Source: an optimization exercise on an open RTL-to-GDS flow (aim: small area, a short achievable clock period and few clock cycles). Production flows keep margins and buffers that such runs may drop.
Only simulation tests tie the RTL to the original design; equivalence was not proved.
Power is estimated from default activity; no workload was simulated.

File: design/flow/config.mk
export PLATFORM = sky130hd
export DESIGN_NAME = elc3_core
export DESIGN_NICKNAME = elc3_core
export VERILOG_FILES = /design/flow/design.v
export SDC_FILE = /design/flow/constraint.sdc
export NUM_CORES = 4
export LEC_CHECK = 0
export ABC_AREA = 1
export CAP_MARGIN = 20
export CORE_MARGIN = 2
export CORE_UTILIZATION = 40
export PLACE_DENSITY = 0.6
export SLEW_MARGIN = 20
export TNS_END_PERCENT = 100
File: design/flow/constraint.sdc
create_clock -name core_clock -period 10.0 [get_ports {clk}]
set_input_delay 2.0000 -clock core_clock [delete_from_list [all_inputs] [get_ports {clk}]]
set_output_delay 2.0000 -clock core_clock [all_outputs]
set_load 0.01 [all_outputs]
File: design/flow/design.v
module Register #(N = 16)
(
    input   logic           Clk, Reset,
    input   logic           Load,
    input   logic   [N-1:0] In,
    output  logic   [N-1:0] Out
);
    logic   [N-1:0] Next;
    always_ff @(posedge Clk) begin
        Out <= Next;
    end
    always_comb begin
        Next = Out;
        if (Reset)
            Next = {N{1'b0}};
        else if (Load)
            Next = In;
    end
endmodule
module RShiftRegister #(N = 16)
(
    input   logic           Clk, Reset,
    input   logic           Load,
    input   logic           ShiftEnable,
    input   logic           ShiftIn,
    input   logic   [N-1:0] In,
    output  logic           ShiftOut,
    output  logic   [N-1:0] Out
);
    logic   [N-1:0] Next;
    always_ff @(posedge Clk) begin
        Out <= Next;
    end
    always_comb begin
        Next = Out;
        if (Reset)
            Next = {N{1'b0}};
        else if (Load)
            Next = In;
        else if (ShiftEnable)
            Next = { ShiftIn, Out[N-1:1] };
    end
    assign ShiftOut = Out[0];
endmodule
module Mux_2to1 #(N = 16)
(
    input   logic           Select,
    input   logic   [N-1:0] In0, In1,
    output  logic   [N-1:0] Out
);
    always_comb begin
        case (Select)
            1'b0:   Out = In0;
            1'b1:   Out = In1;
        endcase
    end
endmodule
module Mux_4to1 #(N = 16)
(
    input   logic   [1:0]   Select,
    input   logic   [N-1:0] In0, In1, In2, In3,
    output  logic   [N-1:0] Out
);
    always_comb begin
        case (Select)
            2'b00:  Out = In0;
            2'b01:  Out = In1;
            2'b10:  Out = In2;
            2'b11:  Out = In3;
        endcase
    end
endmodule
module Mux_8to1 #(N = 16)
(
    input   logic   [2:0]   Select,
    input   logic   [N-1:0] In0, In1, In2, In3, In4, In5, In6, In7,
    output  logic   [N-1:0] Out
);
    always_comb begin
        case (Select)
            3'b000: Out = In0;
            3'b001: Out = In1;
            3'b010: Out = In2;
            3'b011: Out = In3;
            3'b100: Out = In4;
            3'b101: Out = In5;
            3'b110: Out = In6;
            3'b111: Out = In7;
        endcase
    end
endmodule
module DeMux_1to8 #(N = 16)
(
    input   logic   [2:0]   Select,
    input   logic   [N-1:0] In,
    output  logic   [N-1:0] Out0, Out1, Out2, Out3, Out4, Out5, Out6, Out7
);
    always_comb begin
        Out0 = {N{1'b0}};
        Out1 = {N{1'b0}};
        Out2 = {N{1'b0}};
        Out3 = {N{1'b0}};
        Out4 = {N{1'b0}};
        Out5 = {N{1'b0}};
        Out6 = {N{1'b0}};
        Out7 = {N{1'b0}};
        case (Select)
            3'b000: Out0 = In;
            3'b001: Out1 = In;
            3'b010: Out2 = In;
            3'b011: Out3 = In;
            3'b100: Out4 = In;
            3'b101: Out5 = In;
            3'b110: Out6 = In;
            3'b111: Out7 = In;
        endcase
    end
endmodule
module MuxOneHot_5to1 #(N = 16)
(
    input   logic   [4:0]   Select,
    input   logic   [N-1:0] In0, In1, In2, In3, In4,
    output  logic   [N-1:0] Out
);
    always_comb begin
        unique case (Select)
            5'b00001:   Out = In0;
            5'b00010:   Out = In1;
            5'b00100:   Out = In2;
            5'b01000:   Out = In3;
            5'b10000:   Out = In4;
            default:    Out = {N{1'b0}};
        endcase
    end
endmodule
module ALU
(
    input   logic   [1:0]   Fn,
    input   logic   [15:0]  A, B,
    output  logic   [15:0]  Out
);
    always_comb begin
        case (Fn)
            2'b00:  Out = A + B;     
            2'b01:  Out = A & B;     
            2'b10:  Out = ~A;        
            2'b11:  Out = A;         
        endcase
    end
endmodule
module RegisterFile
(
    input   logic           Clk, Reset,
    input   logic           LD_REG,              
    input   logic   [2:0]   DR, SR1, SR2,        
    input   logic   [15:0]  In,                  
    output  logic   [15:0]  SR1_Out, SR2_Out     
);
    logic           R0_Ld,  R1_Ld,  R2_Ld,  R3_Ld,  R4_Ld,  R5_Ld,  R6_Ld,  R7_Ld;
    logic   [15:0]  R0_In,  R1_In,  R2_In,  R3_In,  R4_In,  R5_In,  R6_In,  R7_In;
    logic   [15:0]  R0_Out, R1_Out, R2_Out, R3_Out, R4_Out, R5_Out, R6_Out, R7_Out;
    Register        _R0(.Clk(Clk), .Reset(Reset), .In(R0_In), .Out(R0_Out), .Load(R0_Ld));
    Register        _R1(.Clk(Clk), .Reset(Reset), .In(R1_In), .Out(R1_Out), .Load(R1_Ld));
    Register        _R2(.Clk(Clk), .Reset(Reset), .In(R2_In), .Out(R2_Out), .Load(R2_Ld));
    Register        _R3(.Clk(Clk), .Reset(Reset), .In(R3_In), .Out(R3_Out), .Load(R3_Ld));
    Register        _R4(.Clk(Clk), .Reset(Reset), .In(R4_In), .Out(R4_Out), .Load(R4_Ld));
    Register        _R5(.Clk(Clk), .Reset(Reset), .In(R5_In), .Out(R5_Out), .Load(R5_Ld));
    Register        _R6(.Clk(Clk), .Reset(Reset), .In(R6_In), .Out(R6_Out), .Load(R6_Ld));
    Register        _R7(.Clk(Clk), .Reset(Reset), .In(R7_In), .Out(R7_Out), .Load(R7_Ld));
    DeMux_1to8      _DRSelect
    (
        .In(In),
        .Out0(R0_In),
        .Out1(R1_In),
        .Out2(R2_In),
        .Out3(R3_In),
        .Out4(R4_In),
        .Out5(R5_In),
        .Out6(R6_In),
        .Out7(R7_In),
        .Select(DR)
    );
    DeMux_1to8 #(1) _LDSelect
    (
        .In(LD_REG),
        .Out0(R0_Ld),
        .Out1(R1_Ld),
        .Out2(R2_Ld),
        .Out3(R3_Ld),
        .Out4(R4_Ld),
        .Out5(R5_Ld),
        .Out6(R6_Ld),
        .Out7(R7_Ld),
        .Select(DR)
    );
    Mux_8to1        _SR1_OutMux
    (
        .In0(R0_Out),
        .In1(R1_Out),
        .In2(R2_Out),
        .In3(R3_Out),
        .In4(R4_Out),
        .In5(R5_Out),
        .In6(R6_Out),
        .In7(R7_Out),
        .Out(SR1_Out),
        .Select(SR1)
    );
    Mux_8to1        _SR2_OutMux
    (
        .In0(R0_Out),
        .In1(R1_Out),
        .In2(R2_Out),
        .In3(R3_Out),
        .In4(R4_Out),
        .In5(R5_Out),
        .In6(R6_Out),
        .In7(R7_Out),
        .Out(SR2_Out),
        .Select(SR2)
    );
endmodule
module Multiplier
(
    input   logic           Clk, Reset,
    input   logic           Run,
    input   logic   [7:0]   A, B,
    output  logic           Ready,
    output  logic   [15:0]  Out
);
    logic   [8:0]   Sum;             
    logic   [8:0]   MUL;             
    logic   [7:0]   A_Out, B_Out;    
    logic   [8:0]   A_Out_SEXT;      
    logic   [7:0]   AMUX_Out;        
    logic           A0;              
    logic           X;               
    logic           M;               
    logic           LD_A;            
    logic           LD_B;            
    logic           LD_MUL;          
    logic           LD_X;            
    logic           CLR_A;           
    logic           SH;              
    logic           AMUX;            
    logic           ADDMUX;          
    assign LD_X = M & LD_A;          
    assign AMUX = M;                 
    assign Out = { A_Out, B_Out };   
    RShiftRegister #(8) _A
    (
        .Clk(Clk),
        .Reset(Reset | CLR_A),   
        .In(AMUX_Out),
        .Out(A_Out),
        .Load(LD_A),             
        .ShiftIn(X),
        .ShiftOut(A0),
        .ShiftEnable(SH)
    );
    RShiftRegister #(8) _B
    (
        .Clk(Clk),
        .Reset(Reset),
        .In(B),
        .Out(B_Out),
        .Load(LD_B),             
        .ShiftIn(A0),
        .ShiftOut(M),
        .ShiftEnable(SH)
    );
    Register #(9)       _MUL
    (
        .Clk(Clk),
        .Reset(Reset),
        .In({ {1{A[7]}}, A }),    
        .Out(MUL),
        .Load(LD_MUL)
    );
    Register #(1)       _X
    (
        .Clk(Clk),
        .Reset(Reset | CLR_A),   
        .In(Sum[8]),
        .Out(X),
        .Load(LD_X)
    );
    Mux_2to1 #(8)       _AMUX
    (
        .In0(A_Out),
        .In1(Sum[7:0]),
        .Out(AMUX_Out),
        .Select(AMUX)
    );
    assign A_Out_SEXT = { {1{A_Out[7]}}, A_Out };    
    Mux_2to1 #(9)       _ADDMUX
    (
        .In0(A_Out_SEXT + MUL),  
        .In1(A_Out_SEXT - MUL),  
        .Out(Sum),
        .Select(ADDMUX)
    );
    logic   [3:0]   Counter, Counter_Next;
    logic           Done;
    enum logic [1:0]
    {
        Wait,
        Load,
        Multiply,
        Halt
    } State, Next_State;
    always_ff @(posedge Clk) begin
        if (Reset) begin
            Counter <= 4'h0;
            State <= Wait;
        end
        else begin
            Counter <= Counter_Next;
            State <= Next_State;
        end
    end
    always_comb begin
        Next_State = State;
        case (State)
            Wait:       Next_State = (Run) ? Load : Wait;
            Load:       Next_State = Multiply;
            Multiply:   Next_State = (Done) ? Halt : Multiply;
            Halt:       Next_State = Wait;
        endcase
    end
    always_comb begin
        CLR_A = 1'b0;
        LD_A = 1'b0;
        LD_B = 1'b0;
        LD_MUL = 1'b0;
        ADDMUX = 1'b0;
        SH = 1'b0;
        Ready = 1'b0;
        Done = 1'b0;
        Counter_Next = Counter;
        case (State)
            Wait: begin
            end
            Load: begin
                CLR_A = 1'b1;
                LD_B = 1'b1;
                LD_MUL = 1'b1;
                Counter_Next = 4'h0;
            end
            Multiply: begin
                if (Counter == 4'hE) begin
                    ADDMUX = 1'b1;
                end
                if (Counter == 4'hF) begin
                    Done = 1'b1;
                    SH = 1'b1;
                end
                else begin
                    Counter_Next = Counter + 4'h1;
                    if (Counter % 2 == 0)
                        LD_A = 1'b1;
                    else
                        SH = 1'b1;
                end
            end
            Halt: begin
                Ready = 1'b1;
            end
        endcase
    end
endmodule
module Datapath
(
    input   logic           Clk, Reset,
    input   logic   [15:0]  In,                                                   
    input   logic           LD_MAR, LD_MDR, LD_IR, LD_BEN, LD_REG, LD_CC, LD_PC,  
    input   logic           GatePC, GateMDR, GateMUL, GateALU, GateMARMUX,        
    input   logic           ADDR1MUX,                                             
    input   logic   [1:0]   ADDR2MUX, PCMUX, DRMUX, SR1MUX,                       
    input   logic           SR2MUX, MARMUX,                                       
    input   logic   [1:0]   ALUK,                                                 
    input   logic           MIO_EN,                                               
    input   logic           MUL_EN,                                               
    output  logic   [15:0]  Out,                                                  
    output  logic   [15:0]  Address,                                              
    output  logic           MUL_R,                                                
    output  logic           BEN,                                                  
    output  logic           IR_5,                                                 
	output  logic           IR_11,												  
    output  logic   [3:0]   IR_15_12,                                             
    output  logic   [15:0]  PC, IR,  
    input   logic   [15:0]  PC_In    
);
    logic   [15:0]  Bus;                                 
    logic   [3:0]   Gate;                                
    logic   [15:0]  MAR, MDR ;                    
    logic   [2:0]   SR1MUX_Out, DRMUX_Out;               
    logic   [15:0]  SR2MUX_Out;                          
    logic   [15:0]  MARMUX_Out, MDRMUX_Out, PCMUX_Out;   
    logic   [15:0]  ADDR1MUX_Out, ADDR2MUX_Out;          
    logic   [15:0]  ALU;                                 
    logic   [15:0]  MUL;                                 
    logic   [15:0]  SR1, SR2;                            
    logic           BEN_In;                              
    logic           N, Z, P;                             
    logic           N_In, Z_In, P_In;                    
    assign IR_5     = IR[5];
	assign IR_11	= IR[11];
    assign IR_15_12 = IR[15:12];
    assign Out      = MDR;                               
    assign Address  = MAR;                               
    assign N_In = Bus[15];
    assign Z_In = (Bus == 16'h0000) ? 1'b1 : 1'b0;
    assign P_In = ~N_In & ~Z_In;
    assign BEN_In = (IR[11] & N) | (IR[10] & Z) | (IR[9] & P);
    Register        _MAR
    (
        .Clk(Clk),
        .Reset(Reset),
        .In(Bus),
        .Out(MAR),
        .Load(LD_MAR)
    );
    Register        _MDR
    (
        .Clk(Clk),
        .Reset(Reset),
        .In(MDRMUX_Out),
        .Out(MDR),
        .Load(LD_MDR)
    );
    Register        _IR
    (
        .Clk(Clk),
        .Reset(Reset),
        .In(Bus),
        .Out(IR),
        .Load(LD_IR)
    );
    Register        _PC
    (
        .Clk(Clk),
        .Reset(Reset),
        .In(PCMUX_Out),
        .Out(PC),
        .Load(LD_PC)
    );
    Register #(1)   _BEN
    (
        .Clk(Clk),
        .Reset(Reset),
        .In(BEN_In),
        .Out(BEN),
        .Load(LD_BEN)
    );
    Register #(1)   _N
    (
        .Clk(Clk),
        .Reset(Reset),
        .In(N_In),
        .Out(N),
        .Load(LD_CC)
    );
    Register #(1)   _Z
    (
        .Clk(Clk),
        .Reset(Reset),
        .In(Z_In),
        .Out(Z),
        .Load(LD_CC)
    );
    Register #(1)   _P
    (
        .Clk(Clk),
        .Reset(Reset),
        .In(P_In),
        .Out(P),
        .Load(LD_CC)
    );
    RegisterFile    _GenPurposeRegs
    (
        .Clk(Clk),
        .Reset(Reset),
        .In(Bus),
        .LD_REG(LD_REG),
        .DR(DRMUX_Out),
        .SR1(SR1MUX_Out),
        .SR2(IR[2:0]),
        .SR1_Out(SR1),
        .SR2_Out(SR2)
    );
    ALU             _ALU
    (
        .A(SR1),
        .B(SR2MUX_Out),
        .Fn(ALUK),
        .Out(ALU)
    );
    Multiplier      _MUL
    (
        .Clk(Clk),
        .Reset(Reset),
        .A(SR1[7:0]),
        .B(SR2MUX_Out[7:0]),
        .Out(MUL),
        .Run(MUL_EN),
        .Ready(MUL_R)
    );
    Mux_4to1 #(3)   _DRMUX
    (
        .In0(IR[11:9]),
        .In1(3'b111),
        .In2(3'b110),
        .In3(3'b000),    
        .Out(DRMUX_Out),
        .Select(DRMUX)
    );
    Mux_4to1 #(3)   _SR1MUX
    (
        .In0(IR[11:9]),
        .In1(IR[8:6]),
        .In2(3'b110),
        .In3(3'b000),    
        .Out(SR1MUX_Out),
        .Select(SR1MUX)
    );
    Mux_2to1        _SR2MUX
    (
        .In0(SR2),
        .In1({ {11{IR[4]}}, IR[4:0] }),  
        .Out(SR2MUX_Out),
        .Select(SR2MUX)
    );
    Mux_4to1        _PCMUX
    (
        .In0(PC + 16'd1),
        .In1(Bus),
        .In2(ADDR1MUX_Out + ADDR2MUX_Out),
        .In3(PC_In),      
        .Out(PCMUX_Out),
        .Select(PCMUX)
    );
    Mux_2to1        _ADDR1MUX
    (
        .In0(PC),
        .In1(SR1),
        .Out(ADDR1MUX_Out),
        .Select(ADDR1MUX)
    );
    Mux_4to1        _ADDR2MUX
    (
        .In0(16'h0000),
        .In1({ {10{IR[ 5]}}, IR[ 5:0] }),    
        .In2({ { 7{IR[ 8]}}, IR[ 8:0] }),    
        .In3({ { 5{IR[10]}}, IR[10:0] }),    
        .Out(ADDR2MUX_Out),
        .Select(ADDR2MUX)
    );
    Mux_2to1        _MARMUX
    (
        .In0({ {8{1'b0}}, IR[7:0] }),        
        .In1(ADDR1MUX_Out + ADDR2MUX_Out),
        .Out(MARMUX_Out),
        .Select(MARMUX)
    );
    Mux_2to1        _MDRMUX
    (
        .In0(Bus),
        .In1(In),
        .Out(MDRMUX_Out),
        .Select(MIO_EN)
    );
    MuxOneHot_5to1  _GateMux
    (
        .In0(MARMUX_Out),
        .In1(ALU),
        .In2(MUL),
        .In3(MDR),
        .In4(PC),
        .Out(Bus),
        .Select({ GatePC, GateMDR, GateMUL, GateALU, GateMARMUX })
    );
endmodule
module ControlUnit
(
    input   logic           Clk, Reset,
    input   logic           Run, Continue, Step,
    input   logic           DoHalt,
    input   logic           MUL_R,
    input   logic           BEN,
    input   logic           IR_5,
    input   logic           IR_11,
    input   logic   [3:0]   IR_15_12,
    output  logic           LD_MAR, LD_MDR, LD_IR, LD_BEN, LD_REG, LD_CC, LD_PC,
    output  logic           GatePC, GateMDR, GateMUL, GateALU, GateMARMUX,
    output  logic           ADDR1MUX,
    output  logic   [1:0]   ADDR2MUX, PCMUX, DRMUX, SR1MUX,
    output  logic           SR2MUX, MARMUX,
    output  logic   [1:0]   ALUK,
    output  logic           MIO_EN, R_W,
    output  logic           MUL_EN,
    output  logic           Halted, Paused, InvalidOp,   
    output  logic   [3:0]   Opcode   
);
    assign Opcode = IR_15_12;
    assign SR2MUX = IR_5;
    enum logic [7:0]
    {
        State_00        = 8'd0,
        State_01        = 8'd1,
        State_02        = 8'd2,
        State_03        = 8'd3,
        State_04        = 8'd4,
        State_05        = 8'd5,
        State_06        = 8'd6,
        State_07        = 8'd7,
        State_09        = 8'd9,
        State_10        = 8'd10,
        State_11        = 8'd11,
        State_12        = 8'd12,
        State_13        = 8'd013,
        State_13_nR     = 8'd113,
        State_13_R      = 8'd213,
        State_14        = 8'd14,
        State_15        = 8'd15,
        State_16_nR1    = 8'd016,    
        State_16_nR2    = 8'd116,
        State_16_R      = 8'd216,    
        State_18        = 8'd18,
        State_20        = 8'd20,
        State_21        = 8'd21,
        State_22        = 8'd22,
        State_23        = 8'd23,
        State_24_nR1    = 8'd024,
        State_24_nR2    = 8'd124,
        State_24_R      = 8'd224,
        State_25_nR1    = 8'd025,
        State_25_nR2    = 8'd125,
        State_25_R      = 8'd225,
        State_26        = 8'd26,
        State_27        = 8'd27,
        State_28_nR1    = 8'd028,
        State_28_nR2    = 8'd128,
        State_28_R      = 8'd228,
        State_29_nR1    = 8'd029,
        State_29_nR2    = 8'd129,
        State_29_R      = 8'd229,
        State_30        = 8'd30,
        State_31        = 8'd31,
        State_32        = 8'd32,
        State_33_nR1    = 8'd033,
        State_33_nR2    = 8'd133,
        State_33_R      = 8'd233,
        State_35        = 8'd35,
        INVALID         = 8'd253,
        START           = 8'd254,
        HALT            = 8'd255
    } State, Next_State;
    always_ff @(posedge Clk) begin
        if (Reset || DoHalt)
            State <= HALT;
        else
            State <= Next_State;
    end
    always_comb begin
        Next_State = State;      
        case (State)
            State_18:       Next_State = State_33_nR1;
            State_33_nR1:   Next_State = State_33_nR2;
            State_33_nR2:   Next_State = State_33_R;
            State_33_R:     Next_State = State_35;
            State_35: begin
                if (Step && ~Continue)
                    Next_State = State_35;
                else
                    Next_State = State_32;
            end
            State_32: begin
                if (Step && Continue)
                    Next_State = State_32;
                else begin
                    case (Opcode)
                        4'b0000:    Next_State = State_00;       
                        4'b0001:    Next_State = State_01;       
                        4'b0010:    Next_State = State_02;       
                        4'b0011:    Next_State = State_03;       
                        4'b0100:    Next_State = State_04;       
                        4'b0101:    Next_State = State_05;       
                        4'b0110:    Next_State = State_06;       
                        4'b0111:    Next_State = State_07;       
                        4'b1001:    Next_State = State_09;       
                        4'b1010:    Next_State = State_10;       
                        4'b1011:    Next_State = State_11;       
                        4'b1100:    Next_State = State_12;       
                        4'b1101:    Next_State = State_13;       
                        4'b1110:    Next_State = State_14;       
                        4'b1111:    Next_State = State_15;       
                        default:    Next_State = INVALID;        
                    endcase
                end
            end
            State_00:       Next_State = (BEN) ? State_22 : State_18;    
            State_22:       Next_State = State_18;
            State_01:       Next_State = State_18;
            State_02:       Next_State = State_25_nR1;
            State_03:       Next_State = State_23;
            State_04:       Next_State = (IR_11) ? State_21 : State_20;  
            State_20:       Next_State = State_18;
            State_21:       Next_State = State_18;
            State_05:       Next_State = State_18;
            State_06:       Next_State = State_25_nR1;
            State_07:       Next_State = State_23;
            State_09:       Next_State = State_18;
            State_10:       Next_State = State_24_nR1;
            State_24_nR1:   Next_State = State_24_nR2;
            State_24_nR2:   Next_State = State_24_R;
            State_24_R:     Next_State = State_26;
            State_26:       Next_State = State_25_nR1;
            State_11:       Next_State = State_29_nR1;
            State_29_nR1:   Next_State = State_29_nR2;
            State_29_nR2:   Next_State = State_29_R;
            State_29_R:     Next_State = State_31;
            State_31:       Next_State = State_23;
            State_12:       Next_State = State_18;
            State_13:       Next_State = State_13_nR;
            State_13_nR:    Next_State = (MUL_R) ? State_13_R : State_13_nR;
            State_13_R:     Next_State = State_18;
            State_14:       Next_State = State_18;
            State_15:       Next_State = State_28_nR1;
            State_28_nR1:   Next_State = State_28_nR2;
            State_28_nR2:   Next_State = State_28_R;
            State_28_R:     Next_State = State_30;
            State_30:       Next_State = State_18;
            State_23:       Next_State = State_16_nR1;
            State_16_nR1:   Next_State = State_16_nR2;
            State_16_nR2:   Next_State = State_16_R;
            State_16_R:     Next_State = State_18;
            State_25_nR1:   Next_State = State_25_nR2;
            State_25_nR2:   Next_State = State_25_R;
            State_25_R:     Next_State = State_27;
            State_27:       Next_State = State_18;
            INVALID: begin
                if (Continue)
                    Next_State = HALT;
                else
                    Next_State = INVALID;
            end
            START: begin
                if (~Run)
                    Next_State = State_18;
                else
                    Next_State = START;
            end
            HALT: begin
                if (Run)
                    Next_State = START;
                else
                    Next_State = HALT;
            end
        endcase
    end
    always_comb begin
        LD_MAR      = 1'b0;
        LD_MDR      = 1'b0;
        LD_IR       = 1'b0;
        LD_BEN      = 1'b0;
        LD_REG      = 1'b0;
        LD_CC       = 1'b0;
        LD_PC       = 1'b0;
        GatePC      = 1'b0;
        GateMDR     = 1'b0;
        GateMUL     = 1'b0;
        GateALU     = 1'b0;
        GateMARMUX  = 1'b0;
        ADDR1MUX    = 1'b0;
        ADDR2MUX    = 2'b00;
        PCMUX       = 2'b00;
        DRMUX       = 2'b00;
        SR1MUX      = 2'b00;
        MARMUX      = 1'b0;
        ALUK        = 2'b00;
        MIO_EN      = 1'b0;
        R_W         = 1'b0;
        MUL_EN      = 1'b0;
        Halted      = 1'b0;
        Paused      = 1'b0;
        InvalidOp   = 1'b0;
        case (State)
            State_18: begin 
                GatePC = 1'b1;       
                LD_MAR = 1'b1;       
                PCMUX = 2'b00;       
                LD_PC = 1'b1;        
            end
            State_33_nR1:
                MIO_EN = 1'b1;       
            State_33_nR2:
                MIO_EN = 1'b1;       
            State_33_R: begin 
                MIO_EN = 1'b1;       
                LD_MDR = 1'b1;       
            end
            State_35: begin 
                GateMDR = 1'b1;      
                LD_IR = 1'b1;        
                Paused = 1'b1;
            end
            State_32:
                LD_BEN = 1'b1;       
            State_00: begin
            end
            State_22: begin
                ADDR1MUX = 1'b0;
                ADDR2MUX = 2'b10;
                PCMUX = 2'b10;
                LD_PC = 1'b1;
            end
            State_01: begin
                DRMUX = 2'b00;
                SR1MUX = 2'b01;
                ALUK = 2'b00;
                GateALU = 1'b1;
                LD_REG = 1'b1;
                LD_CC = 1'b1;
            end
            State_02: begin
                ADDR1MUX = 1'b0;
                ADDR2MUX = 2'b10;
                MARMUX = 1'b1;
                GateMARMUX = 1'b1;
                LD_MAR = 1'b1;
            end
            State_03: begin
                ADDR1MUX = 1'b0;
                ADDR2MUX = 2'b10;
                MARMUX = 1'b1;
                GateMARMUX = 1'b1;
                LD_MAR = 1'b1;
            end
            State_04: begin
                DRMUX = 2'b01;
                GatePC = 1'b1;
                LD_REG = 1'b1;
            end
            State_20: begin
                SR1MUX = 2'b01;
                ADDR1MUX = 1'b1;
                ADDR2MUX = 2'b00;
                PCMUX = 2'b10;
                LD_PC = 1'b1;
            end
            State_21: begin
                PCMUX = 2'b10;
                ADDR1MUX = 1'b0;
                ADDR2MUX = 2'b11;
                LD_PC = 1'b1;
            end
            State_05: begin
                DRMUX = 2'b00;
                SR1MUX = 2'b01;
                ALUK = 2'b01;
                GateALU = 1'b1;
                LD_REG = 1'b1;
                LD_CC = 1'b1;
            end
            State_06: begin
                SR1MUX = 2'b01;
                ADDR1MUX = 1'b1;
                ADDR2MUX = 2'b01;
                MARMUX = 1'b1;
                GateMARMUX = 1'b1;
                LD_MAR = 1'b1;
            end
            State_07: begin
                SR1MUX = 2'b01;
                ADDR1MUX = 1'b1;
                ADDR2MUX = 2'b01;
                MARMUX = 1'b1;
                GateMARMUX = 1'b1;
                LD_MAR = 1'b1;
            end
            State_09: begin
                DRMUX = 2'b00;
                SR1MUX = 2'b01;
                ALUK = 2'b10;
                GateALU = 1'b1;
                LD_REG = 1'b1;
                LD_CC = 1'b1;
            end
            State_10: begin
                ADDR1MUX = 1'b0;
                ADDR2MUX = 2'b10;
                MARMUX = 1'b1;
                GateMARMUX = 1'b1;
                LD_MAR = 1'b1;
            end
            State_24_nR1: begin
                MIO_EN = 1'b1;
            end
            State_24_nR2: begin
                MIO_EN = 1'b1;
            end
            State_24_R: begin
                MIO_EN = 1'b1;
                LD_MDR = 1'b1;
            end
            State_26: begin
                GateMDR = 1'b1;
                LD_MAR = 1'b1;
            end
            State_11: begin
                ADDR1MUX = 1'b0;
                ADDR2MUX = 2'b10;
                MARMUX = 1'b1;
                GateMARMUX = 1'b1;
                LD_MAR = 1'b1;
            end
            State_29_nR1: begin
                MIO_EN = 1'b1;
            end
            State_29_nR2: begin
                MIO_EN = 1'b1;
            end
            State_29_R: begin
                MIO_EN = 1'b1;
                LD_MDR = 1'b1;
            end
            State_31: begin
                LD_MAR = 1'b1;
                GateMDR = 1'b1;
            end
            State_12: begin
                SR1MUX = 2'b01;
                ADDR1MUX = 1'b1;
                ADDR2MUX = 2'b00;
                PCMUX = 2'b10;
                LD_PC = 1'b1;
            end
            State_13: begin
                SR1MUX = 2'b01;
                MUL_EN = 1'b1;
            end
            State_13_nR: begin
                SR1MUX = 2'b01;
            end
            State_13_R: begin
                DRMUX = 2'b00;
                GateMUL = 1'b1;
                LD_REG = 1'b1;
                LD_CC = 1'b1;
            end
            State_14: begin
                DRMUX = 2'b00;
                ADDR1MUX = 1'b0;
                ADDR2MUX = 2'b10;
                MARMUX = 1'b1;
                GateMARMUX = 1'b1;
                LD_REG = 1'b1;
                LD_CC = 1'b1;
            end
            State_15: begin
                MARMUX = 1'b0;
                GateMARMUX = 1'b1;
                LD_MAR = 1'b1;
            end
            State_28_nR1: begin
                MIO_EN = 1'b1;
                DRMUX = 2'b01;
                GatePC = 1'b1;
                LD_REG = 1'b1;
            end
            State_28_nR2: begin
                MIO_EN = 1'b1;
                DRMUX = 2'b01;
                GatePC = 1'b1;
                LD_REG = 1'b1;
            end
            State_28_R: begin
                MIO_EN = 1'b1;
                DRMUX = 2'b01;
                GatePC = 1'b1;
                LD_REG = 1'b1;
                LD_MDR = 1'b1;
            end
            State_30: begin
                GateMDR = 1'b1;
                PCMUX = 2'b01;
                LD_PC = 1'b1;
            end
            State_23: begin
                SR1MUX = 2'b00;
                ALUK = 2'b11;
                GateALU = 1'b1;
                LD_MDR = 1'b1;
            end
            State_16_nR1: begin
                MIO_EN = 1'b1;
                R_W = 1'b1;
            end
            State_16_nR2: begin
                MIO_EN = 1'b1;
                R_W = 1'b1;
            end
            State_16_R: begin
                MIO_EN = 1'b0;
                R_W = 1'b0;
            end
            State_25_nR1: begin
                MIO_EN = 1'b1;
            end
            State_25_nR2: begin
                MIO_EN = 1'b1;
            end
            State_25_R: begin
                MIO_EN = 1'b1;
                LD_MDR = 1'b1;
            end
            State_27: begin
                GateMDR = 1'b1;
                LD_REG = 1'b1;
                LD_CC = 1'b1;
            end
            INVALID:
                InvalidOp = 1'b1;
            HALT: begin
                Halted = 1'b1;
                PCMUX = 2'b11;   
                LD_PC = 1'b1;
                LD_CC = 1'b1;
            end
        endcase
    end
endmodule
module MemoryControlUnit
(
    input   logic           Clk, Reset,
    input   logic           MIO_EN,
    input   logic           R_W,
    input   logic   [15:0]  Address,
    input   logic   [15:0]  Data_FromSRAM,
    input   logic   [15:0]  Data_FromCPU,
    input   logic   [15:0]  Data_FromKeyboard,
    input   logic           Keypress,
    input   logic           DisplayReady,
    output  logic           DisplayWE,
    output  logic           Mem_CE, Mem_OE, Mem_WE,
    output  logic           Mem_LB, Mem_UB,
    output  logic           DoHalt,
    output  logic   [15:0]  Data_ToSRAM,
    output  logic   [15:0]  Data_ToCPU,
    output  logic   [15:0]  Data_ToVideo
);
    logic           LD_KBSR;
    logic           LD_DDR;
    logic           LD_DSR;
    logic           CLR_KBSR;
    logic           CLR_DSR;
    logic   [15:0]  KBDR, KBSR;
    logic   [15:0]  DDR, DSR;
    logic           DisplayWE_Out;
    assign LD_KBSR = Keypress && Data_FromKeyboard != 16'h0000;
    assign LD_DSR = DisplayReady;
    logic   [1:0]   INMUX;
    assign Data_ToSRAM = Data_FromCPU;
    assign Data_ToVideo = DDR;
    assign Mem_CE = 1'b1;
    assign Mem_LB = 1'b1;
    assign Mem_UB = 1'b1;
    always_ff @(posedge Clk) begin
        if (Reset)
            DisplayWE <= 1'b0;
        else
            DisplayWE <= DisplayWE_Out;
    end
    always_comb begin
        CLR_KBSR        = 1'b0;
        CLR_DSR         = 1'b0;
        LD_DDR          = 1'b0;
        INMUX           = 2'b00;
        Mem_OE          = 1'b0;
        Mem_WE          = 1'b0;
        DisplayWE_Out   = 1'b0;
        DoHalt          = 1'b0;
        unique case (Address)
            16'hFE00: begin
                if (MIO_EN) begin
                    INMUX = 2'b01;
                end
            end
            16'hFE02: begin
                if (MIO_EN && !R_W) begin
                    INMUX = 2'b10;
                    CLR_KBSR = 1'b1;
                end
            end
            16'hFE04: begin
                if (MIO_EN && !R_W) begin
                    INMUX = 2'b11;
                end
            end
            16'hFE06: begin
                if (MIO_EN && R_W) begin
                    LD_DDR = 1'b1;
                    CLR_DSR = 1'b1;
                    DisplayWE_Out = 1'b1;
                end
            end
            16'hFFFF: begin
                if (MIO_EN && R_W)
                    DoHalt = 1'b1;
            end
            default : begin
                if (MIO_EN) begin
                    if (R_W)
                        Mem_WE = 1'b1;
                    else begin
                        Mem_OE = 1'b1;
                        INMUX = 2'b00;
                    end
                end
            end
        endcase
    end
    Register        _KBDR
    (
        .Clk(Clk),
        .Reset(Reset),
        .In(Data_FromKeyboard),
        .Out(KBDR),
        .Load(~KBSR[15])
    );
    Register        _KBSR
    (
        .Clk(Clk),
        .Reset(Reset | CLR_KBSR),
        .In(16'h8000),
        .Out(KBSR),
        .Load(LD_KBSR)
    );
    Register        _DDR
    (
        .Clk(Clk),
        .Reset(Reset),
        .In(Data_FromCPU),
        .Out(DDR),
        .Load(LD_DDR)
    );
    Register        _DSR
    (
        .Clk(Clk),
        .Reset(Reset | CLR_DSR),
        .In(16'h8000),
        .Out(DSR),
        .Load(LD_DSR)
    );
    Mux_4to1        _INMUX
    (
        .In0(Data_FromSRAM),
        .In1(KBSR),
        .In2(KBDR),
        .In3(DSR),
        .Out(Data_ToCPU),
        .Select(INMUX)
    );
endmodule
module Synchronizer #(N = 1)
(
    input   logic           Clk,
    input   logic   [N-1:0] In,
    output  logic   [N-1:0] Out
);
    always_ff @(posedge Clk) begin
        Out <= In;
    end
endmodule
module elc3_core
(
    input   logic           clk,
    input   logic           reset,
    input   logic           run,
    input   logic           cont,
    input   logic           step,
    input   logic   [15:0]  start_pc,
    output  logic           halted,
    output  logic           paused,
    output  logic           invalid_op,
    output  logic   [15:0]  pc,
    output  logic   [15:0]  ir,
    output  logic   [15:0]  mem_addr,
    output  logic           mem_oe,
    output  logic           mem_we,
    output  logic   [15:0]  mem_wdata,
    input   logic   [15:0]  mem_rdata,
    input   logic   [7:0]   key_data,
    input   logic           key_valid,
    input   logic           disp_ready,
    output  logic           disp_we,
    output  logic   [7:0]   disp_data
);
    logic s_halt, s_f, s_e, s_p, s_ml, s_ms, s_mi, s_mt, s_inv;
    logic n_halt, n_f, n_e, n_p, n_ml, n_ms, n_mi, n_mt, n_inv;
    logic [15:0] PC, A, IR, WD;
    logic [7:0][15:0] R;
    logic N, Z, P;
    assign P = ~N & ~Z;
    logic [2:0] pdr;         
    logic       pst;         
    logic       oe, we, dwe, haltf;
    logic [1:0] rsel;        
    logic io_hi, io_kbsr, io_kbdr, io_dsr, io_ddr, io_halt, io_any;
    assign io_hi   = A[15:9] == 7'h7F;
    assign io_kbsr = io_hi & A[8:0] == 9'h000;
    assign io_kbdr = io_hi & A[8:0] == 9'h002;
    assign io_dsr  = io_hi & A[8:0] == 9'h004;
    assign io_ddr  = io_hi & A[8:0] == 9'h006;
    assign io_halt = io_hi & A[8:0] == 9'h1FF;
    assign io_any  = io_hi & ((A[8:3] == 6'd0 & ~A[0]) | A[8:0] == 9'h1FF);
    assign oe    = ~s_ms & ~io_any;
    assign we    = s_ms & ~io_any;
    assign dwe   = s_ms & io_ddr;
    assign haltf = io_halt;
    assign rsel  = io_kbdr ? 2'd2 : io_dsr ? 2'd3 : (io_kbsr | io_ddr | io_halt) ? 2'd1 : 2'd0;
    logic       kbsr, dsr;
    assign halted     = s_halt;
    assign paused     = s_p;
    assign invalid_op = s_inv;
    assign pc         = PC;
    assign ir         = IR;
    assign mem_addr   = A;
    assign mem_oe     = oe;
    assign mem_we     = we;
    assign mem_wdata  = WD;
    assign disp_we    = dwe;
    assign disp_data  = WD[7:0];
    logic [15:0] mem_in;
    always_comb begin
        case (rsel)
            2'd0: mem_in = mem_rdata;
            2'd1: mem_in = {kbsr, 15'd0};
            2'd2: mem_in = {8'd0, key_data};
            default: mem_in = {dsr, 15'd0};
        endcase
    end
    logic [3:0] op;
    assign op = IR[15:12];
    logic o_br, o_add, o_ld, o_st, o_jsr, o_and, o_ldr, o_str, o_rti, o_not,
          o_ldi, o_sti, o_jmp, o_mul, o_lea, o_trap;
    assign o_br   = op == 4'd0;
    assign o_add  = op == 4'd1;
    assign o_ld   = op == 4'd2;
    assign o_st   = op == 4'd3;
    assign o_jsr  = op == 4'd4;
    assign o_and  = op == 4'd5;
    assign o_ldr  = op == 4'd6;
    assign o_str  = op == 4'd7;
    assign o_rti  = op == 4'd8;
    assign o_not  = op == 4'd9;
    assign o_ldi  = op == 4'd10;
    assign o_sti  = op == 4'd11;
    assign o_jmp  = op == 4'd12;
    assign o_mul  = op == 4'd13;
    assign o_lea  = op == 4'd14;
    assign o_trap = op == 4'd15;
    logic [2:0]  sr2a;       
    logic [15:0] sr1, sr2, op2;
    assign sr1  = R[IR[8:6]];
    assign sr2  = R[sr2a];
    assign op2  = IR[5] ? {{11{IR[4]}}, IR[4:0]} : sr2;
    logic        pd_base_sr1, pd_sr2;
    logic [15:0] base, offs, immv, sum;
    logic [3:0]  pd_imm;     
    assign immv = ({16{pd_imm[0]}} & {{11{IR[4]}}, IR[4:0]}) |
                  ({16{pd_imm[1]}} & {{10{IR[5]}}, IR[5:0]}) |
                  ({16{pd_imm[2]}} & {{7{IR[8]}}, IR[8:0]}) |
                  ({16{pd_imm[3]}} & {{5{IR[10]}}, IR[10:0]});
    assign offs = pd_sr2 ? sr2 : immv;
    assign base = pd_base_sr1 ? sr1 : PC;
    add16 u_add (.a(base), .b(offs), .s(sum));
    logic [15:0] a_xor_b, a_or_b;
    assign a_xor_b = base ^ offs;
    assign a_or_b  = base | offs;
    logic [1:0]  mcnt;
    logic        mlast;
    logic [2:0]  mdig;
    logic        b_one, b_two, b_neg;
    logic [9:0]  mh, mpp, mhn;
    logic [15:0] prod;
    assign mlast = mcnt == 2'd3;
    always_comb begin
        case (mcnt)
            2'd0: mdig = {op2[1:0], 1'b0};
            2'd1: mdig = op2[3:1];
            2'd2: mdig = op2[5:3];
            default: mdig = op2[7:5];
        endcase
    end
    assign b_one = mdig[1] ^ mdig[0];
    assign b_two = (mdig[2] & ~mdig[1] & ~mdig[0]) | (~mdig[2] & mdig[1] & mdig[0]);
    assign b_neg = mdig[2] & ~(mdig[1] & mdig[0]);
    assign mh    = (mcnt == 2'd0) ? 10'd0 : WD[15:6];
    assign mpp   = ((b_one ? {{2{sr1[7]}}, sr1[7:0]} : 10'd0) |
                    (b_two ? {sr1[7], sr1[7:0], 1'b0} : 10'd0)) ^ {10{b_neg}};
    add10 u_madd (.a(mh), .b(mpp), .cin(b_neg), .s(mhn));
    assign prod  = {mhn, WD[5:0]};
    logic [15:0] eres, andv;
    logic        sel_sum, sel_and, sel_not, sel_mul, sel_pc, sel_ld;
    assign andv    = sr1 & op2;
    assign sel_ld  = s_ml & ~reset;
    assign sel_and = s_e & o_and & ~reset;
    assign sel_not = s_e & o_not & ~reset;
    assign sel_mul = s_e & o_mul & ~reset;
    assign sel_pc  = s_e & (o_jsr | o_trap) & ~reset;
    assign sel_sum = s_e & (o_add | o_lea) & ~reset;
    assign eres = ({16{sel_and}} & andv) | ({16{sel_not}} & ~sr1) |
                  ({16{sel_mul}} & prod) | ({16{sel_pc}} & PC);
    logic z_sum, z_oth;
    assign z_sum = &(~(a_xor_b ^ {a_or_b[14:0], 1'b0}));    
    assign z_oth = ~|(eres | ({16{sel_ld}} & mem_in));
    logic ben;
    assign ben = (IR[11] & N) | (IR[10] & Z) | (IR[9] & P);
    logic e_mem, e_redirect, e_wr, e_cc;
    assign e_mem      = o_ld | o_st | o_ldr | o_str | o_ldi | o_sti;
    assign e_redirect = (o_br & ben) | o_jmp | (o_jsr & (IR[11] | IR[8:6] != 3'd7));
    assign e_wr       = o_add | o_and | o_not | o_mul | o_lea | o_jsr | o_trap;
    assign e_cc       = o_add | o_and | o_not | o_mul | o_lea;
    logic        wr_en, cc_en;
    logic [2:0]  wr_a;
    logic [15:0] wr_d;
    assign wr_en = (s_e & e_wr & (~o_mul | mlast)) | s_ml;
    assign cc_en = (s_e & e_cc & (~o_mul | mlast)) | s_ml;
    assign wr_a  = s_ml ? pdr : ((o_jsr | o_trap) ? 3'd7 : IR[11:9]);
    assign wr_d  = eres | ({16{sel_ld}} & mem_in) | ({16{sel_sum}} & sum);
    logic [15:0] PC1;
    inc16 u_inc (.a(PC), .s(PC1));
    logic [15:0] nA, nPC;
    logic        ld_ir, ld_pc;
    always_comb begin
        n_halt = 1'b0; n_f = 1'b0; n_e = 1'b0; n_p = 1'b0; n_ml = 1'b0;
        n_ms = 1'b0; n_mi = 1'b0; n_mt = 1'b0; n_inv = 1'b0;
        nA = A;
        nPC = PC1;
        ld_ir = 1'b0;
        ld_pc = 1'b0;
        if (s_halt) begin
            nA = start_pc; nPC = start_pc; ld_pc = 1'b1;
            if (run) n_f = 1'b1; else n_halt = 1'b1;
        end
        if (s_f) begin
            ld_ir = 1'b1;
            if (run) n_f = 1'b1;
            else begin
                nA = PC1; ld_pc = 1'b1;
                if (step) n_p = 1'b1; else n_e = 1'b1;
            end
        end
        if (s_p) begin
            if (cont) n_e = 1'b1; else n_p = 1'b1;
        end
        if (s_e) begin
            if (o_rti) n_inv = 1'b1;
            else if (o_trap) begin
                nA = {8'd0, IR[7:0]};
                n_mt = 1'b1;
            end else if (e_mem) begin
                nA = sum;
                ld_ir = 1'b1;
                if (o_ldi | o_sti) n_mi = 1'b1;
                else if (o_ld | o_ldr) n_ml = 1'b1;
                else n_ms = 1'b1;
            end else if (e_redirect) begin
                nA = sum; nPC = sum; ld_pc = 1'b1;
                n_f = 1'b1;
            end else if (o_mul & ~mlast) begin
                n_e = 1'b1;
            end else begin
                nA = PC1; ld_pc = 1'b1; ld_ir = 1'b1;
                if (step) n_p = 1'b1; else n_e = 1'b1;
            end
        end
        if (s_ml) begin
            nA = PC1; ld_pc = 1'b1;
            if (step) n_p = 1'b1; else n_e = 1'b1;
        end
        if (s_ms) begin
            if (haltf) n_halt = 1'b1;
            else if (A == PC) begin
                nA = PC;     
                n_f = 1'b1;
            end else begin
                nA = PC1; ld_pc = 1'b1;
                if (step) n_p = 1'b1; else n_e = 1'b1;
            end
        end
        if (s_mi) begin
            nA = mem_in;
            if (pst) n_ms = 1'b1; else n_ml = 1'b1;
        end
        if (s_mt) begin
            nA = mem_in; nPC = mem_in; ld_pc = 1'b1;
            n_f = 1'b1;
        end
        if (s_inv) begin
            if (cont) n_halt = 1'b1; else n_inv = 1'b1;
        end
    end
    always_ff @(posedge clk) begin
        if (reset) begin
            s_halt <= 1'b1; s_f <= 1'b0; s_e <= 1'b0; s_p <= 1'b0; s_ml <= 1'b0;
            s_ms <= 1'b0; s_mi <= 1'b0; s_mt <= 1'b0; s_inv <= 1'b0;
        end else begin
            s_halt <= n_halt; s_f <= n_f; s_e <= n_e; s_p <= n_p; s_ml <= n_ml;
            s_ms <= n_ms; s_mi <= n_mi; s_mt <= n_mt; s_inv <= n_inv;
        end
        A <= nA;
        if (ld_pc) PC <= nPC;
        if (ld_ir) begin
            IR   <= mem_in;
            sr2a <= (mem_in[13] & mem_in[12]) ? mem_in[11:9] : mem_in[2:0];
            pd_sr2 <= mem_in[15:12] == 4'd1 && !mem_in[5];
            pd_imm[0] <= mem_in[15:12] == 4'd1;
            pd_imm[1] <= mem_in[15:12] == 4'd6 || mem_in[15:12] == 4'd7;
            pd_imm[2] <= mem_in[15:12] != 4'd1 && mem_in[15:12] != 4'd6 &&
                         mem_in[15:12] != 4'd7 && mem_in[15:12] != 4'd4 &&
                         mem_in[15:12] != 4'd12;
            pd_imm[3] <= mem_in[15:12] == 4'd4 && mem_in[11];
            pd_base_sr1 <= mem_in[15:12] == 4'd1 || mem_in[15:12] == 4'd6 ||
                           mem_in[15:12] == 4'd7 || mem_in[15:12] == 4'd12 ||
                           (mem_in[15:12] == 4'd4 && !mem_in[11]);
        end
        if (s_e & e_mem) begin
            pdr <= IR[11:9];
            pst <= o_sti;
        end
        if (s_e & e_mem)
            WD <= sr2;
        else if (s_e & o_mul)
            WD <= {mhn[9], mhn[9], mhn[9:2], mhn[1:0], WD[5:2]};
        mcnt <= (s_e & o_mul) ? mcnt + 2'd1 : 2'd0;
    end
    always_ff @(posedge clk) begin
        if (s_halt) begin
            N <= 1'b0; Z <= 1'b1;
        end else if (cc_en) begin
            N <= wr_d[15];
            Z <= sel_sum ? z_sum : z_oth;
        end
    end
    logic [15:0] wr_d0;
    assign wr_d0 = wr_d;     
    genvar gi;
    generate
        for (gi = 0; gi < 8; gi++) begin : g_r
            always_ff @(posedge clk)
                if (reset | (wr_en & wr_a == gi)) R[gi] <= wr_d0;
        end
    endgenerate
    always_ff @(posedge clk) begin
        if (reset | (s_mi | s_ml | s_mt | s_f | s_e) & rsel == 2'd2)
            kbsr <= 1'b0;
        else if (key_valid && key_data != 8'd0)
            kbsr <= 1'b1;
        if (reset | dwe)
            dsr <= 1'b0;
        else if (disp_ready)
            dsr <= 1'b1;
    end
endmodule
module add16
(
    input   logic   [15:0]  a, b,
    output  logic   [15:0]  s
);
    logic [15:0] g0, p0, g1, p1, g2, p2, g3, p3, g4;
    assign g0 = a & b;
    assign p0 = a ^ b;
    assign g1 = g0 | (p0 & {g0[14:0], 1'b0});
    assign p1 = p0 & {p0[14:0], 1'b0};
    assign g2 = g1 | (p1 & {g1[13:0], 2'b0});
    assign p2 = p1 & {p1[13:0], 2'b0};
    assign g3 = g2 | (p2 & {g2[11:0], 4'b0});
    assign p3 = p2 & {p2[11:0], 4'b0};
    assign g4 = g3 | (p3 & {g3[7:0], 8'b0});
    assign s  = p0 ^ {g4[14:0], 1'b0};
endmodule
module add10
(
    input   logic   [9:0]   a, b,
    input   logic           cin,
    output  logic   [9:0]   s
);
    logic [10:0] g0, p0, g1, p1, g2, p2, g3, p3, g4;
    assign g0 = {a & b, cin};
    assign p0 = {a ^ b, 1'b0};
    assign g1 = g0 | (p0 & {g0[9:0], 1'b0});
    assign p1 = p0 & {p0[9:0], 1'b0};
    assign g2 = g1 | (p1 & {g1[8:0], 2'b0});
    assign p2 = p1 & {p1[8:0], 2'b0};
    assign g3 = g2 | (p2 & {g2[6:0], 4'b0});
    assign p3 = p2 & {p2[6:0], 4'b0};
    assign g4 = g3 | (p3 & {g3[2:0], 8'b0});
    assign s  = p0[10:1] ^ g4[9:0];
endmodule
module inc16
(
    input   logic   [15:0]  a,
    output  logic   [15:0]  s
);
    logic [15:0] c1, c2, c4, c8;
    assign c1 = {a[14:0], 1'b1};
    assign c2 = c1 & {c1[14:0], 1'b1};
    assign c4 = c2 & {c2[13:0], 2'b11};
    assign c8 = c4 & {c4[11:0], 4'hF};
    assign s  = a ^ (c8 & {c8[7:0], 8'hFF});
endmodule
File: design/flow/flow/run.sh
#!/bin/bash
set -euo pipefail
export SETUP_SLACK_MARGIN=5.6
export BUFFER_PORTS_ARGS="-buffer_cell sky130_fd_sc_hd__buf_2"
bash standard.sh > standard.log 2>&1
File: design/flow/standard.sh
#!/bin/bash
# synth_recipe.tcl (not shown) runs the flow's synth.tcl, then flattens the netlist and writes it again
# the make line also repeats each setting of config.mk as NAME=value (left out here)
make -C /OpenROAD-flow-scripts/flow DESIGN_CONFIG=/design/flow/config.mk WORK_HOME=/design/flow/orfs CLKGATE_MAP_FILE= SYNTH_SCRIPT=/design/flow/synth_recipe.tcl "${@:-finish}"
==> summary.txt, run 1 <==
Outcome
The run finished with no timing, DRC or antenna violations.

Global routing
The global-route usage over all layers is between 20 and 30%. The first-pass GRT wire length is 91.3 mm. Entering global routing, the biggest net connects 67 pins. The overall overflow remaining after global route is 0. The number of antenna violations at the first check in global routing came to 1. The number of global-route vias before repair is 14800.

Logic synthesis
The total nets after synthesis is approximately 2200. Counting every instance in the synthesized netlist gives 2140. In this run the mean area of a mapped cell was 7.35 um2.

The number of different library cells used by synthesis comes to 54. The share of the Yosys chip area taken by registers is between 40% and 50%. The Yosys warning count is 1. The register bit total from synthesis is 220.

The synthesized netlist occupies a cell area of around 16000 um2.

Hold path
For hold timing, the worst endpoint is mcnt[0]. The worst min-delay path category is reg -> reg. The number of stages on the worst hold path is 1. The worst hold path begins at mcnt[0].

Die
The width of the die is 202 um. The core region is 38700 um2. The die is roughly 200 um tall. Pin placement for this block handled 125 I/O pins. The die covers slightly above 40000 um2.

The initial utilization of the core area, before any placement, comes to between 40% and 50%. The row count is 72.

Setup path
The worst register-to-register path ends at Z. Data arrives at the worst endpoint at roughly 5 ns. The start of the worst register-to-register path is sr2a[0]. The reg2reg setup slack is around 5.6 ns. The biggest fanout along the worst timing path is 25. STA puts the critical path data required time at 10.46 ns. On the worst path, the slowest cell contributes a delay of 0.47 ns. The critical path launch point type is a register.

STA classifies the critical path endpoint as a register. The type of the worst setup path is reg -> reg. Among all stages on the critical path, the largest delay is contributed by sky130_fd_sc_hd__edfxtp_1. The most frequent cell on the critical path is sky130_fd_sc_hd__nand2_1. The number of cell instances on the worst register-to-register path is 32.

Routing
The routed length per instance is between 20 and 25 um. Dividing the detail-routed via count by the number of cells gives ~5.8. The final antenna-violating net count is 0.

The total iterations of the first detailed-routing run is 6. The total routed wirelength is 62.8 mm. For this run, design rule violations remaining after detail routing come to 0. The via count is about 16000. In this run, the number of DRC markers left after iteration 0 of detailed routing was ~1800.

Layout
The count of fill cells added during filler insertion is 3922. The most common cell after layout, fill and taps aside is sky130_fd_sc_hd__nand2_1. In the final layout, the multi-input gates occupy 7980 um2. 0 antenna diodes ended up in the layout.

Of the cells placed in the final design, the portion with a size suffix greater than 1 is about 14%. The sequential cell area is 6300 um2. The area growth from synthesis to layout is 16.2%. Leaving out fill and tap cells, the most frequent cells in the layout are 453 x sky130_fd_sc_hd__nand2_1, 299 x sky130_fd_sc_hd__inv_1, 231 x sky130_fd_sc_hd__o21ai_0. The net count of the finished layout is roughly 2300.

Clock tree
The tree is rooted in a sky130_fd_sc_hd__clkbuf_16. The number of H-tree branching levels is 1. The total CTS buffers is 27. The CTS tree is yes. The later pin in the worst-skew pair is clocked with a latency of 0.57 ns.

The number of clock sinks is 220. The buffer depth of the longest clock path is 3. Clock-pin slew was measured on the worst setup and hold paths at roughly 0.06 ns.

Placement
The placed wire-length estimate is between 40 and 50 mm. The count of buffers inserted at the top-level ports is 124. The routability congestion estimate is 0.974.

STA
The shortest clock period the worst path allows after layout is between 4 and 5 ns. The maximum clock rate is 227 MHz. The total negative slack is 0 ns.

The number of failing setup endpoints in the final timing report is 0. The measured slew at the worst slew-check pin is 1.16 ns. The max-slew violation count is 0. The hold violation count in the final report is 0. The clock skew is 0.0166 ns. The worst relative slew slack is a little over a fifth. The share of the clock period used by the worst path after layout is 44.0%. Setup repair after global routing could not meet its margin everywhere.

Run
The number of max-capacitance violations reported is 0.

Power and ir drop
Dividing total power by cell area gives a power density of ~160 nW/um2. Power comes to 0.00287 W. VDD sags by at most 0.000115 V.

The leakage dissipation is 8.16 nW.
==> where the power goes <==
part,internal (W),total (W),switching [W]
Sequential,0.00105,0.00111,0.0000579
Clock,0.000571,0.000977,0.000406
Combinational,0.000256,0.000781,0.000525
Total,0.00188,0.00287,0.000989
==> layer usage <==
metal	GRT usage, %	vias up	share of wire [%]
met3	3.98	123	9.1
met2	44.1	841	43
li1	-	7444	-
met5	0	-	0
met1	44.2	7616	45
met4	9.05	0	3.1
==> stage by stage <==
| stage | utilization (%) | setup WS [ns] | instances | cell area, um2 | hold slack (ns) |
|---|---|---|---|---|---|
| after global placement | 43.3 | 4.73 | 2708 | 16800 | 0.450 |
| after CTS | 46.1 | 5.62 | 2762 | 17800 | 0.484 |
| final | 47.2 | 5.60 | 2782 | 18300 | 0.475 |
| after global routing | 47.2 | 5.43 | 2782 | 18300 | 0.507 |
| after detailed placement | 43.3 | 4.66 | 2708 | 16800 | 0.474 |
| after floorplan | - | 6.14 | 2140 | 15700 | 0.433 |
==> cell families after synthesis <==
group / Yosys count / share of synthesized area [%]
buf+inv: 424 / 10.9
fa+ha+maj: 46 / 3.71
flops: 220 / 40.0
compound gates: 549 / 19.7
xor+xnor: 48 / 2.67
simple gates: 853 / 23.1
==> registers in the layout (all words and copies together) (netlist names), 2 cells and up <==
register  flops
sr2a          3
WD           16
R           128
PC           16
mcnt          2
A            16
IR           16
pd_imm        4
pdr           3
==> final cells by class <==
type                       instances  share of cell area [%]
clock inverter                    12                   0.760
clock buffer                      35                    3.86
sequential                       220                    34.4
inverter                         317                    6.82
multi-input combinational       1496                    43.6
timing repair buffer             183                    6.81
timing repair inverter             1                   0.110
tap                              518                    3.55
==> what timing repair did <==
item / CTS / global route
gates resized for setup: 36 / 68
endpoints found under the setup margin: 130 / 93
setup buffers: 5 / 15
hold buffers: 0 / 0
pin swaps: 2 / 11
gates cloned: 2 / 5
==> how the worst max path moves through the flow <==
| stage | end | from | cells past startpoint |
|---|---|---|---|
| final | Z | sr2a[0] | 32 |
| after global routing | Z | sr2a[0] | 33 |
| after CTS | R[95] | sr2a[1] | 25 |
| after detailed placement | R[95] | sr2a[0] | 25 |
| after global placement | R[111] | sr2a[0] | 25 |
| after floorplan | R[111] | sr2a[0] | 27 |
==> critical path: cells and delay by family (launching register included) <==
| kind | cells | cell delay (ns) |
|---|---|---|
| AO/OA/AOI/OAI | 5 | 0.75 |
| XOR/XNOR | 2 | 0.49 |
| adder cells (fa/ha/maj) | 1 | 0.34 |
| buffers and inverters | 4 | 0.50 |
| flip-flops | 1 | 0.47 |
| AND/OR/NAND/NOR | 20 | 1.72 |
==> cell usage after synthesis, drive strengths merged <==
master,number,share of area (%)
nand2,478,12
inv,312,7.5
o21ai,267,8.5
edfxtp,189,36
nand3,164,5.3
a21oi,150,4.8
nor2,149,3.7
clkbuf,54,1.3
buf,53,2.0
o211ai,51,2.4
ha,45,3.6
xor2,35,1.9
dfxtp,31,3.9
nor3,23,0.76
nand4,15,0.60
o22ai,14,0.56
xnor2,13,0.72
a221oi,11,0.61
a31oi,11,0.44
a211oi,10,0.48
nor4,9,0.36
o221ai,9,0.50
a22oi,6,0.29
or2,6,0.24
clkinv,5,0.13
nand3b,4,0.19
o2111ai,4,0.22
o31ai,4,0.19
a21boi,3,0.14
and2,3,0.12
a21o,2,0.095
a32o,2,0.13
o311ai,2,0.11
a2111oi,1,0.056
a22o,1,0.056
and3,1,0.040
fa,1,0.13
nor3b,1,0.048
o21bai,1,0.048
Testbench counts, summed over its fixed seeds: cycles 232,092.
==> run 2: changes to the inputs <==
--- a/design/flow/design.v
+++ b/design/flow/design.v
@@ -1333,23 +1333,37 @@
     logic [15:0] PC1;
     inc16 u_inc (.a(PC), .s(PC1));
     logic [15:0] nA, nPC;
+    logic refetch;
+    logic a_start, a_pc1, a_sum, a_pc, a_min, a_vect, a_hold;
+    assign refetch = A == PC;
+    assign a_start = s_halt;
+    assign a_pc1   = (s_f & ~run) | s_ml | (s_ms & ~haltf & ~refetch) |
+                     (s_e & ~o_rti & ~o_trap & ~e_mem & ~e_redirect & (~o_mul | mlast));
+    assign a_sum   = s_e & ~o_rti & ~o_trap & (e_mem | e_redirect);
+    assign a_pc    = s_ms & ~haltf & refetch;
+    assign a_min   = s_mi | s_mt;
+    assign a_vect  = s_e & o_trap;
+    assign a_hold  = ~(a_start | a_pc1 | a_sum | a_pc | a_min | a_vect);
+    assign nPC = ({16{a_start}} & start_pc) | ({16{a_pc1}} & PC1) |
+                 ({16{a_sum & e_redirect}} & sum) | ({16{s_mt}} & mem_in);
+    assign nA = ({16{a_start}} & start_pc) | ({16{a_pc1}} & PC1) | ({16{a_sum}} & sum) |
+                ({16{a_pc}} & PC) | ({16{a_min}} & mem_in) | ({16{a_vect}} & {8'd0, IR[7:0]}) |
+                ({16{a_hold}} & A);
     logic        ld_ir, ld_pc;
     always_comb begin
         n_halt = 1'b0; n_f = 1'b0; n_e = 1'b0; n_p = 1'b0; n_ml = 1'b0;
         n_ms = 1'b0; n_mi = 1'b0; n_mt = 1'b0; n_inv = 1'b0;
-        nA = A;
-        nPC = PC1;
         ld_ir = 1'b0;
         ld_pc = 1'b0;
         if (s_halt) begin
-            nA = start_pc; nPC = start_pc; ld_pc = 1'b1;
+            ld_pc = 1'b1;
             if (run) n_f = 1'b1; else n_halt = 1'b1;
         end
         if (s_f) begin
             ld_ir = 1'b1;
             if (run) n_f = 1'b1;
             else begin
-                nA = PC1; ld_pc = 1'b1;
+                ld_pc = 1'b1;
                 if (step) n_p = 1'b1; else n_e = 1'b1;
             end
         end
@@ -1359,44 +1373,40 @@
         if (s_e) begin
             if (o_rti) n_inv = 1'b1;
             else if (o_trap) begin
-                nA = {8'd0, IR[7:0]};
                 n_mt = 1'b1;
             end else if (e_mem) begin
-                nA = sum;
                 ld_ir = 1'b1;
                 if (o_ldi | o_sti) n_mi = 1'b1;
                 else if (o_ld | o_ldr) n_ml = 1'b1;
                 else n_ms = 1'b1;
             end else if (e_redirect) begin
-                nA = sum; nPC = sum; ld_pc = 1'b1;
+                ld_pc = 1'b1;
                 n_f = 1'b1;
             end else if (o_mul & ~mlast) begin
                 n_e = 1'b1;
             end else begin
-                nA = PC1; ld_pc = 1'b1; ld_ir = 1'b1;
+                ld_pc = 1'b1; ld_ir = 1'b1;
                 if (step) n_p = 1'b1; else n_e = 1'b1;
             end
         end
         if (s_ml) begin
-            nA = PC1; ld_pc = 1'b1;
+            ld_pc = 1'b1;
             if (step) n_p = 1'b1; else n_e = 1'b1;
         end
         if (s_ms) begin
             if (haltf) n_halt = 1'b1;
-            else if (A == PC) begin
-                nA = PC;     
-                n_f = 1'b1;
+            else if (refetch) begin
+                n_f = 1'b1;      
             end else begin
-                nA = PC1; ld_pc = 1'b1;
+                ld_pc = 1'b1;
                 if (step) n_p = 1'b1; else n_e = 1'b1;
             end
         end
         if (s_mi) begin
-            nA = mem_in;
             if (pst) n_ms = 1'b1; else n_ml = 1'b1;
         end
         if (s_mt) begin
-            nA = mem_in; nPC = mem_in; ld_pc = 1'b1;
+            ld_pc = 1'b1;
             n_f = 1'b1;
         end
         if (s_inv) begin
==> design/flow/flow/run.sh (replaced) <==
#!/bin/bash
set -euo pipefail
export SETUP_SLACK_MARGIN=6.0
export BUFFER_PORTS_ARGS="-buffer_cell sky130_fd_sc_hd__buf_2"
bash standard.sh > standard.log 2>&1
==> run 2 against run 1 <==
Net effect:
- still clean
- power down 0.59%
- synthesized area fell by 5.9%
- count of clock-buffer cells in the layout fell by 6
- non-clock buffer count rose by 47
- design area grew 0.71%
- routed wire length is 6.2% lower
- critical path depth fell by 1
- die area decreased by 5.8%
- combinational power hardly changed
- sequential cell count unchanged
- register-to-register slack better by 0.15 ns
- fmax rose by 3.5%
- highest routed layer unchanged
==> summary.txt, run 2 <==
Routing
The violation count after the first detailed-route iteration came to 1829 (+3.8%). The routed length per instance is 22.8 um (+1.2%). The routed via count divided by cell count is 5.84 (+1.5%). The count of unresolved DRC violations after routing is 0 (unchanged).

The via count is 15100 (-5.9%). The total iterations of the first detailed-routing run came to 8 (+2).

Clock tree
The clock-pin slew on the worst setup and hold paths came to 0.06 ns (about the same). The number of H-tree branching levels is 1 (unchanged). The total CTS buffers is 26 (-3.7%). The hold buffer count at CTS is 0 (unchanged). The number of clock sinks is 220 (unchanged). The later-pin clock latency in the skew report is 0.55 ns (-0.02 ns).

The buffer depth of the longest clock path is 3 (unchanged).

Layout
The final antenna diode count is 0 (unchanged). The proportion of layout cells with a drive suffix above 1 is 22.8% (+8.7 points). The count of fill cells added during filler insertion is 3452 (-12%). The final instance area is 18400 um2 (+0.71%). The combined area of the multi-input logic cells is 7600 um2 (-4.7%).

Leaving out fill and tap cells, the most frequent cells in the layout are 344 x sky130_fd_sc_hd__nand2_1, 280 x sky130_fd_sc_hd__inv_1, 189 x sky130_fd_sc_hd__edfxtp_1. Counting flops per register, the top entry is R.

Setup path
The most critical setup path has its endpoint at Z. The largest individual stage delay along the critical path comes from the cell sky130_fd_sc_hd__edfxtp_1. The required time of the critical path is 10.49 ns (+0.03 ns).

The cell type group with the largest total delay on the critical path is simple AND/OR/NAND/NOR gates. The worst setup path startpoint is sr2a[0]. The reg2reg setup slack is 5.75 ns (+0.15 ns). The critical path buffer and inverter count is 5 (+1). The worst setup path is captured at a register. The type of the worst setup path is reg -> reg. The number of stages on the worst setup path was 31 (-3.1%). The biggest fanout along the worst timing path is 19 (-24%).

The number of cell instances on the worst register-to-register path is 31 (-3.1%). The critical path arrival was 4.74 ns (-0.12 ns). The worst setup path is launched from a register.

Power and ir drop
The switching part of the total power is 33.4% (-1.0 points). The total power divided by cell area is 155 nW/um2 (-1.3%). The internal power component is 0.00190 W (+0.95%). The worst voltage drop across the vdd grid is 0.000120 V (+5.0%). The sequential group share of total power is 38.8% (about the same). The leakage dissipation is 8.11 nW (-0.53%).

STA
The total negative slack came to 0 ns (unchanged). The hold violation count in the final report is 0 (unchanged). The worst relative slew slack is 32.2% (+11 points). The maximum clock rate was 235 MHz (+3.5%). The max-slew violation count was 0 (unchanged).

The final worst slack is 5.75 ns (+0.148 ns). Setup repair after global routing could not meet its margin everywhere. The shortest clock period the worst path allows after layout was 4.25 ns (-0.148 ns).

Die
The top-level port count is 125 (unchanged). The row count is 70 (-2.8%).

Global routing
The overall overflow remaining after global route is 0 (unchanged). The largest net degree at the start of global routing came to 47 (-30%). The first-pass GRT wire length is 84.4 mm (-7.5%).

The number of antenna violations at the first check in global routing is 0 (-1). The global-route usage over all layers came to 29.2% (-0.40 points).

Logic synthesis
The share of flip-flops with an asynchronous set or reset after synthesis is 0% (unchanged). The area share of the largest cell type after synthesis is 38.3% (+2.3 points). The netlist area before placement is 14800 um2 (-5.9%).

The primary flip-flop cell chosen by synthesis mapping is sky130_fd_sc_hd__edfxtp_1. Yosys instantiated no cell more often than sky130_fd_sc_hd__nand2_1. The count of different cell masters after synthesis came to 60 (+11%). The fraction of the yosys area taken by sequential cells is 42.5% (+2.5 points). The post-synthesis area per instance is 7.73 um2 (+5.1%).

By area the synthesized netlist is led by sky130_fd_sc_hd__edfxtp_1 38%, sky130_fd_sc_hd__nand2_1 9.8%, sky130_fd_sc_hd__inv_1 7.4%.

Placement
The placed wire-length estimate is 39.9 mm (-12%). The routability congestion estimate came to 0.968 (-0.65%). The worst setup slack before clock tree synthesis is 4.56 ns (-0.0956 ns). The cell area reported after detailed placement is 15800 um2 (-5.8%).

Hold path
The worst min-delay path category is reg -> reg.

Run
The number of max-capacitance violations reported is 0 (unchanged).

Outcome
The run finished with no timing, DRC or antenna violations.
[run 2: cell types whose count changed in the layout (fill, tap and decap cells not counted), moves of 9 or more]
cell,delta
sky130_fd_sc_hd__nand2_4,+9
sky130_fd_sc_hd__buf_4,+36
sky130_fd_sc_hd__o21ai_2,+13
sky130_fd_sc_hd__nand3_1,-38
sky130_fd_sc_hd__o21ai_0,-92
sky130_fd_sc_hd__inv_1,-19
sky130_fd_sc_hd__nand2_2,+22
sky130_fd_sc_hd__o211ai_1,-20
sky130_fd_sc_hd__nand3_2,+18
sky130_fd_sc_hd__nand2_1,-109
[run 2: area by class of cell]
class / count / share of cell area, %
clock buffers: 29 / 3.71
clock inverters: 19 / 0.958
inverters: 304 / 6.63
multi-input cells: 1307 / 41.3
flip-flops and latches: 220 / 34.3
well taps: 468 / 3.18
repair buffers: 230 / 9.84
repair inverters: 2 / 0.109
[run 2: cell families after synthesis]
logic type,count (synthesis),share of synthesized area (%)
AO/OA/AOI/OAI,472,18.8
XOR/XNOR,41,2.43
adder cells (fa/ha/maj),46,3.94
buffers and inverters,389,10.7
flip-flops,220,42.5
AND/OR/NAND/NOR,748,21.6
[run 2: power groups by stage]
| stage | Sequential, W | Combinational [W] | Clock [W] |
|---|---|---|---|
| finish | 0.00111 | 0.000781 | 0.000967 |
| global route | 0.00111 | 0.000834 | 0.00101 |
| CTS | 0.00110 | 0.000680 | 0.000972 |
| detailed placement | 0.00112 | 0.000607 | 0 |
| global placement | 0.00112 | 0.000603 | 0 |
| floorplan | 0.00111 | 0.000399 | 0 |
[run 2: tightest hold or removal path, stage by stage (launching register included)]
cell                       delay [ns]
sky130_fd_sc_hd__dfxtp_1         0.31
sky130_fd_sc_hd__inv_1           0.05
sky130_fd_sc_hd__a221oi_1        0.06
[run 2: stage by stage]
step | cells | hold WS, ns
6_report | 2579 | 0.473
5_1_grt | 2579 | 0.514
4_1_cts | 2537 | 0.475
3_5_place_dp | 2450 | 0.462
3_3_place_gp | 2450 | 0.445
2_1_floorplan | 1916 | 0.433
[run 2: what timing repair did]
action                                  4_1_cts  5_1_grt
endpoints found under the setup margin      158      132
setup buffers                                28       37
pin swaps                                    19       75
resized for setup                           116      130
cloned                                       11        5
[run 2: per-layer routing]
| layer | global-route usage, % | vias up | routed length [um] |
|---|---|---|---|
| met3 | 4.69 | 151 | 6550 |
| li1 | - | 6849 | - |
| met4 | 9.82 | 0 | 2420 |
| met1 | 42.4 | 7133 | 24700 |
| met2 | 44.1 | 939 | 25300 |
| met5 | 0 | - | 0 |
[run 2: worst min-delay path by stage]
stage	cells past startpoint	slack (ns)	start	end
2_1_floorplan	1	0.43	mcnt[0]	mcnt[0]
3_3_place_gp	1	0.44	mcnt[0]	mcnt[0]
3_5_place_dp	2	0.46	kbsr	kbsr
4_1_cts	2	0.47	kbsr	kbsr
5_1_grt	2	0.51	s_p	s_p
6_report	2	0.47	kbsr	kbsr
Testbench counts of run 2, summed over its fixed seeds: cycles 232,092.

-- separate check: timing with driven ports --
In the flow no input, the clock included, has a driving cell. The finished layouts below were timed again as built, in two steps.
Step 1: set_driving_cell puts a clkbuf_16 on clk and a buf_2 on each other input, an assumption about the parent block.
Step 2 also shifts input and output timing later by t, the mid clock arrival at the registers, as if the neighbouring blocks saw the same clock.
Three values: no drivers, after step 1, after step 2; two values: the first two.
run	t, ns	slack for setup (ns)
run 1	0.611	5.603 / 5.603 / 5.179
run 2	0.601	5.752 / 5.752 / 5.236
After both steps every run listed still meets setup and hold.
